From an optimization exercise on the open Yosys and OpenROAD flow, aimed at small area, a short achievable clock period and few clock cycles; shortcuts taken in it are not production practice. In this exercise RTL edits were held to simulation tests only and were not proved equivalent to the original. Power is estimated from default activity; no workload was simulated.

==> flow/design.v <==
`timescale 1ns / 1ps
module conv_layer_sel8 (
    input  wire [7:0] d,
    input  wire [7:0] s,
    output wire       y
);
assign y = |(d & s);
endmodule
module conv_layer_nor2 (input wire a, input wire b, output wire y);
assign y = ~(a | b);
endmodule
module conv_layer_nand3 (input wire a, input wire b, input wire c, output wire y);
assign y = ~(a & b & c);
endmodule
module conv_layer_ready (
    input  wire       act, wl, fin, ov, l2,
    input  wire [4:0] m,
    input  wire [8:0] nc,
    input  wire       rdy, start, weight_valid, input_valid, output_ready,
    output wire       rdy_n
);
wire taken  = input_valid & rdy;
wire wload  = act & ~wl & weight_valid;
wire finish = fin & ov & output_ready;
wire act_n  = start | (act & ~finish);
wire wl_n   = (wl | (wload & (m == 5'd8))) & ~finish;
wire fin_n  = (fin | (taken & (m == 5'd26) & (nc == 9'd511))) & ~finish;
wire ov_n   = l2 | (ov & ~output_ready);
wire m26_n  = wl & ((taken & (m == 5'd25)) | (~taken & (m == 5'd26)));
assign rdy_n = act_n & wl_n & ~fin_n & ~(ov_n & m26_n);
endmodule
module conv_layer #(
    parameter INPUT_CHANNELS = 3,
    parameter OUTPUT_CHANNELS = 32,
    parameter KERNEL_SIZE = 3,
    parameter INPUT_WIDTH = 4,
    parameter INPUT_HEIGHT = 4,
    parameter WEIGHT_BITS = 4,
    parameter ACTIVATION_BITS = 8
) (
    input wire clk,
    input wire rst_n,
    input wire [ACTIVATION_BITS-1:0] input_data,
    input wire input_valid,
    output wire input_ready,
    input wire [WEIGHT_BITS*256-1:0] weights_flat,
    input wire [7:0] weight_addr,
    input wire weight_valid,
    output wire [ACTIVATION_BITS-1:0] output_data,
    output wire output_valid,
    input wire output_ready,
    input wire start,
    output wire done,
    input wire [7:0] stride,
    input wire [7:0] padding,
    input wire [255:0] bias_flat
);
localparam TAPS = KERNEL_SIZE * KERNEL_SIZE;                   
localparam MACS = TAPS * INPUT_CHANNELS;                         
localparam NOUT = INPUT_WIDTH * INPUT_HEIGHT * OUTPUT_CHANNELS;  
reg        act;       
reg        wl;        
reg [4:0]  m;         
reg [8:0]  nc;        
reg        fin;       
reg        p1;        
reg        l1;        
reg        l2;        
reg        ov;        
reg        rdy;       
reg        done_r;
reg [WEIGHT_BITS-1:0]                 wsr [0:TAPS-1];
reg [ACTIVATION_BITS-1:0]             in_reg;
reg [ACTIVATION_BITS+WEIGHT_BITS-1:0] prod;
reg [15:0]                            acc;
reg [ACTIVATION_BITS-1:0]             out_reg;
wire wload   = act & ~wl & weight_valid;
wire taken   = input_valid & rdy;
wire last_in = taken & (m == MACS-1);
wire finish  = fin & ov & output_ready;
wire rdy_n;
conv_layer_ready u_ready (
    .act(act), .wl(wl), .fin(fin), .ov(ov), .l2(l2), .m(m), .nc(nc),
    .rdy(rdy), .start(start), .weight_valid(weight_valid),
    .input_valid(input_valid), .output_ready(output_ready), .rdy_n(rdy_n)
);
always @(posedge clk or negedge rst_n) begin
    if (!rst_n) begin
        act    <= 1'b0;
        wl     <= 1'b0;
        m      <= 5'd0;
        nc     <= 9'd0;
        fin    <= 1'b0;
        p1     <= 1'b0;
        l1     <= 1'b0;
        l2     <= 1'b0;
        ov     <= 1'b0;
        rdy    <= 1'b0;
        done_r <= 1'b0;
    end else begin
        act    <= start | (act & ~finish);
        p1     <= taken;
        l1     <= last_in;
        l2     <= l1;
        ov     <= l2 | (ov & ~output_ready);
        rdy    <= rdy_n;
        done_r <= finish;
        if (wload | taken) begin
            if ((wload & (m == TAPS-1)) | (m == MACS-1))
                m <= 5'd0;
            else
                m <= m + 5'd1;
        end
        if (finish)
            wl <= 1'b0;
        else if (wload & (m == TAPS-1))
            wl <= 1'b1;
        if (finish)
            fin <= 1'b0;
        else if (last_in & (nc == NOUT-1))
            fin <= 1'b1;
        if (last_in)
            nc <= nc + 9'd1;
    end
end
wire [7:0]  wlo = 8'd1 << weight_addr[2:0];
wire [31:0] whi = (32'd1 << weight_addr[7:3]) & {32{wload}};
wire wrot  = taken;
wire whold = ~(wload | taken);
wire [WEIGHT_BITS-1:0] w8_n;
genvar b, g, e;
generate
    for (b = 0; b < WEIGHT_BITS; b = b + 1) begin : WB
        wire [31:0] gy;
        wire [3:0]  py;
        for (g = 0; g < 32; g = g + 1) begin : WG
            wire [7:0] gd;
            for (e = 0; e < 8; e = e + 1) begin : WE
                assign gd[e] = weights_flat[WEIGHT_BITS*(8*g+e) + b];
            end
            conv_layer_sel8 u_g (.d(gd), .s(wlo), .y(gy[g]));
        end
        for (g = 0; g < 4; g = g + 1) begin : WP
            conv_layer_sel8 u_p (.d(gy[8*g +: 8]), .s(whi[8*g +: 8]), .y(py[g]));
        end
        wire n01, n23;
        wire q = ~((wsr[0][b] & wrot) | (wsr[TAPS-1][b] & whold));
        conv_layer_nor2  u_n01 (.a(py[0]), .b(py[1]), .y(n01));
        conv_layer_nor2  u_n23 (.a(py[2]), .b(py[3]), .y(n23));
        conv_layer_nand3 u_w8  (.a(n01), .b(n23), .c(q), .y(w8_n[b]));
    end
endgenerate
wire [7:0] blo = 8'd1 << nc[6:4];
wire [3:0] bhi = 4'd1 << nc[8:7];
wire [7:0] bsel;
generate
    for (b = 0; b < 8; b = b + 1) begin : BB
        wire [3:0] gy;
        for (g = 0; g < 4; g = g + 1) begin : BG
            wire [7:0] gd;
            for (e = 0; e < 8; e = e + 1) begin : BE
                assign gd[e] = bias_flat[8*(8*g+e) + b];
            end
            conv_layer_sel8 u_g (.d(gd), .s(blo), .y(gy[g]));
        end
        assign bsel[b] = |(gy & bhi);
    end
endgenerate
wire [15:0] sum = acc + prod;
integer i;
always @(posedge clk) begin
    if (wload | taken) begin
        for (i = 0; i < TAPS-1; i = i + 1)
            wsr[i] <= wsr[i+1];
    end
    wsr[TAPS-1] <= w8_n;
    in_reg <= input_data;
    prod <= p1 ? in_reg * wsr[TAPS-1] : {(ACTIVATION_BITS+WEIGHT_BITS){1'b0}};
    if (l2 | ~act)
        acc <= {8'd0, bsel};
    else
        acc <= sum;
    if (l2)
        out_reg <= sum[15] ? {ACTIVATION_BITS{1'b0}} : sum[ACTIVATION_BITS-1:0];
end
assign input_ready  = rdy;
assign output_data  = out_reg;
assign output_valid = ov;
assign done         = done_r;
endmodule
export LEC_CHECK = 0
export CAP_MARGIN = 20
export CORE_AREA = 5 5 395 395
export DIE_AREA = 0 0 400 400
export SETUP_SLACK_MARGIN = 3.6
export SLEW_MARGIN = 20
export SYNTH_HIERARCHICAL = 1
create_clock -name core_clock -period 7.0 [get_ports {clk}]
standard.sh (not shown) runs the stock make flow with config.mk's settings and CLKGATE_MAP_FILE= SYNTH_SCRIPT=/design/flow/synth_recipe.tcl, a recipe that flattens the netlist after the stock synthesis.
==> flow/flow/run.sh <==
#!/bin/bash
# Standard ORFS layout, with every port buffered by the smallest buffer
# instead of the default clkdlybuf4s50_1.
set -euo pipefail
export BUFFER_PORTS_ARGS="-buffer_cell sky130_fd_sc_hd__buf_1"
if [[ -f flow/place_pins_args ]]; then
  export PLACE_PINS_ARGS="$(cat flow/place_pins_args)"
fi
bash standard.sh finish > standard.log 2>&1
Testbench counts at the start, summed over its fixed seeds: cycles 166,050.
==> next run, changes <==
--- a/flow/design.v
+++ b/flow/design.v
@@ -11,23 +11,6 @@
 endmodule
 module conv_layer_nand3 (input wire a, input wire b, input wire c, output wire y);
 assign y = ~(a & b & c);
-endmodule
-module conv_layer_ready (
-    input  wire       act, wl, fin, ov, l2,
-    input  wire [4:0] m,
-    input  wire [8:0] nc,
-    input  wire       rdy, start, weight_valid, input_valid, output_ready,
-    output wire       rdy_n
-);
-wire taken  = input_valid & rdy;
-wire wload  = act & ~wl & weight_valid;
-wire finish = fin & ov & output_ready;
-wire act_n  = start | (act & ~finish);
-wire wl_n   = (wl | (wload & (m == 5'd8))) & ~finish;
-wire fin_n  = (fin | (taken & (m == 5'd26) & (nc == 9'd511))) & ~finish;
-wire ov_n   = l2 | (ov & ~output_ready);
-wire m26_n  = wl & ((taken & (m == 5'd25)) | (~taken & (m == 5'd26)));
-assign rdy_n = act_n & wl_n & ~fin_n & ~(ov_n & m26_n);
 endmodule
 module conv_layer #(
     parameter INPUT_CHANNELS = 3,
@@ -60,6 +43,7 @@
 localparam NOUT = INPUT_WIDTH * INPUT_HEIGHT * OUTPUT_CHANNELS;  
 reg        act;       
 reg        wl;        
+reg        wld;       
 reg [4:0]  m;         
 reg [8:0]  nc;        
 reg        fin;       
@@ -67,27 +51,22 @@
 reg        l1;        
 reg        l2;        
 reg        ov;        
-reg        rdy;       
 reg        done_r;
 reg [WEIGHT_BITS-1:0]                 wsr [0:TAPS-1];
 reg [ACTIVATION_BITS-1:0]             in_reg;
 reg [ACTIVATION_BITS+WEIGHT_BITS-1:0] prod;
 reg [15:0]                            acc;
 reg [ACTIVATION_BITS-1:0]             out_reg;
-wire wload   = act & ~wl & weight_valid;
-wire taken   = input_valid & rdy;
+wire wload   = act & ~wl & ~(wld & (m == TAPS-1)) & weight_valid;
+assign input_ready = act & wl & ~fin & ~(ov & (m == MACS-1));
+wire taken   = input_valid & input_ready;
 wire last_in = taken & (m == MACS-1);
 wire finish  = fin & ov & output_ready;
-wire rdy_n;
-conv_layer_ready u_ready (
-    .act(act), .wl(wl), .fin(fin), .ov(ov), .l2(l2), .m(m), .nc(nc),
-    .rdy(rdy), .start(start), .weight_valid(weight_valid),
-    .input_valid(input_valid), .output_ready(output_ready), .rdy_n(rdy_n)
-);
 always @(posedge clk or negedge rst_n) begin
     if (!rst_n) begin
         act    <= 1'b0;
         wl     <= 1'b0;
+        wld    <= 1'b0;
         m      <= 5'd0;
         nc     <= 9'd0;
         fin    <= 1'b0;
@@ -95,25 +74,24 @@
         l1     <= 1'b0;
         l2     <= 1'b0;
         ov     <= 1'b0;
-        rdy    <= 1'b0;
         done_r <= 1'b0;
     end else begin
         act    <= start | (act & ~finish);
+        wld    <= wload;
         p1     <= taken;
         l1     <= last_in;
         l2     <= l1;
         ov     <= l2 | (ov & ~output_ready);
-        rdy    <= rdy_n;
         done_r <= finish;
-        if (wload | taken) begin
-            if ((wload & (m == TAPS-1)) | (m == MACS-1))
+        if (wld | taken) begin
+            if ((wld & (m == TAPS-1)) | (m == MACS-1))
                 m <= 5'd0;
             else
                 m <= m + 5'd1;
         end
         if (finish)
             wl <= 1'b0;
-        else if (wload & (m == TAPS-1))
+        else if (wld & (m == TAPS-1))
             wl <= 1'b1;
         if (finish)
             fin <= 1'b0;
@@ -126,13 +104,16 @@
 wire [7:0]  wlo = 8'd1 << weight_addr[2:0];
 wire [31:0] whi = (32'd1 << weight_addr[7:3]) & {32{wload}};
 wire wrot  = taken;
-wire whold = ~(wload | taken);
+wire whold = ~(wld | taken);
 wire [WEIGHT_BITS-1:0] w8_n;
+reg  [4*WEIGHT_BITS-1:0] wpr;    
 genvar b, g, e;
 generate
     for (b = 0; b < WEIGHT_BITS; b = b + 1) begin : WB
         wire [31:0] gy;
         wire [3:0]  py;
+        always @(posedge clk)
+            wpr[4*b +: 4] <= py;
         for (g = 0; g < 32; g = g + 1) begin : WG
             wire [7:0] gd;
             for (e = 0; e < 8; e = e + 1) begin : WE
@@ -145,8 +126,8 @@
         end
         wire n01, n23;
         wire q = ~((wsr[0][b] & wrot) | (wsr[TAPS-1][b] & whold));
-        conv_layer_nor2  u_n01 (.a(py[0]), .b(py[1]), .y(n01));
-        conv_layer_nor2  u_n23 (.a(py[2]), .b(py[3]), .y(n23));
+        conv_layer_nor2  u_n01 (.a(wpr[4*b]),   .b(wpr[4*b+1]), .y(n01));
+        conv_layer_nor2  u_n23 (.a(wpr[4*b+2]), .b(wpr[4*b+3]), .y(n23));
         conv_layer_nand3 u_w8  (.a(n01), .b(n23), .c(q), .y(w8_n[b]));
     end
 endgenerate
@@ -169,13 +150,13 @@
 wire [15:0] sum = acc + prod;
 integer i;
 always @(posedge clk) begin
-    if (wload | taken) begin
+    if (wld | taken) begin
         for (i = 0; i < TAPS-1; i = i + 1)
             wsr[i] <= wsr[i+1];
     end
     wsr[TAPS-1] <= w8_n;
-    in_reg <= input_data;
-    prod <= p1 ? in_reg * wsr[TAPS-1] : {(ACTIVATION_BITS+WEIGHT_BITS){1'b0}};
+    in_reg <= taken ? input_data : {ACTIVATION_BITS{1'b0}};
+    prod <= in_reg * (wsr[TAPS-1] & {WEIGHT_BITS{p1}});
     if (l2 | ~act)
         acc <= {8'd0, bsel};
     else
@@ -183,7 +164,6 @@
     if (l2)
         out_reg <= sum[15] ? {ACTIVATION_BITS{1'b0}} : sum[ACTIVATION_BITS-1:0];
 end
-assign input_ready  = rdy;
 assign output_data  = out_reg;
 assign output_valid = ov;
 assign done         = done_r;
After rerunning:
- The new run finished clean
- worst setup slack improves by 150 ps
- total power decreases by 12%
- via count is lower by 5.2%
- die area does not change
- routed wire length decreases by 12%
Testbench counts after the change, summed over its fixed seeds: cycles 166,062.

[static timing again, ports no longer ideal]
The flow's constraints put no driver on any port. The routed layouts listed below were extracted and timed again, unchanged, in two steps. Step 1: set_driving_cell puts a clkbuf_16 on clk and a buf_2 on each other input, an assumption about the parent block. Step 2, shift: input delay + t, output delay - t, t = (earliest + latest rising clock arrival at the registers) / 2. This alone moves slack from input paths to output paths. Slacks: no drivers / after step 1 / after step 2; pairs: no drivers / after step 1.
| run | t (ns) | setup slack, ns | hold slack, ns | worst slew at a driven data input, ns |
|---|---|---|---|---|
| the first run | 0.392 | 3.390 / 3.270 / 2.878 | 0.354 / 0.354 / 0.354 | 0.44 |
| the second run | 0.530 | 3.539 / 3.533 / 3.004 | 0.349 / 0.349 / 0.349 | 0.41 |
After both steps every run listed still meets setup and hold. For the second run, which loses most, drivers alone change the setup slack by -0.006 ns; drivers and shift together by -0.535 ns.
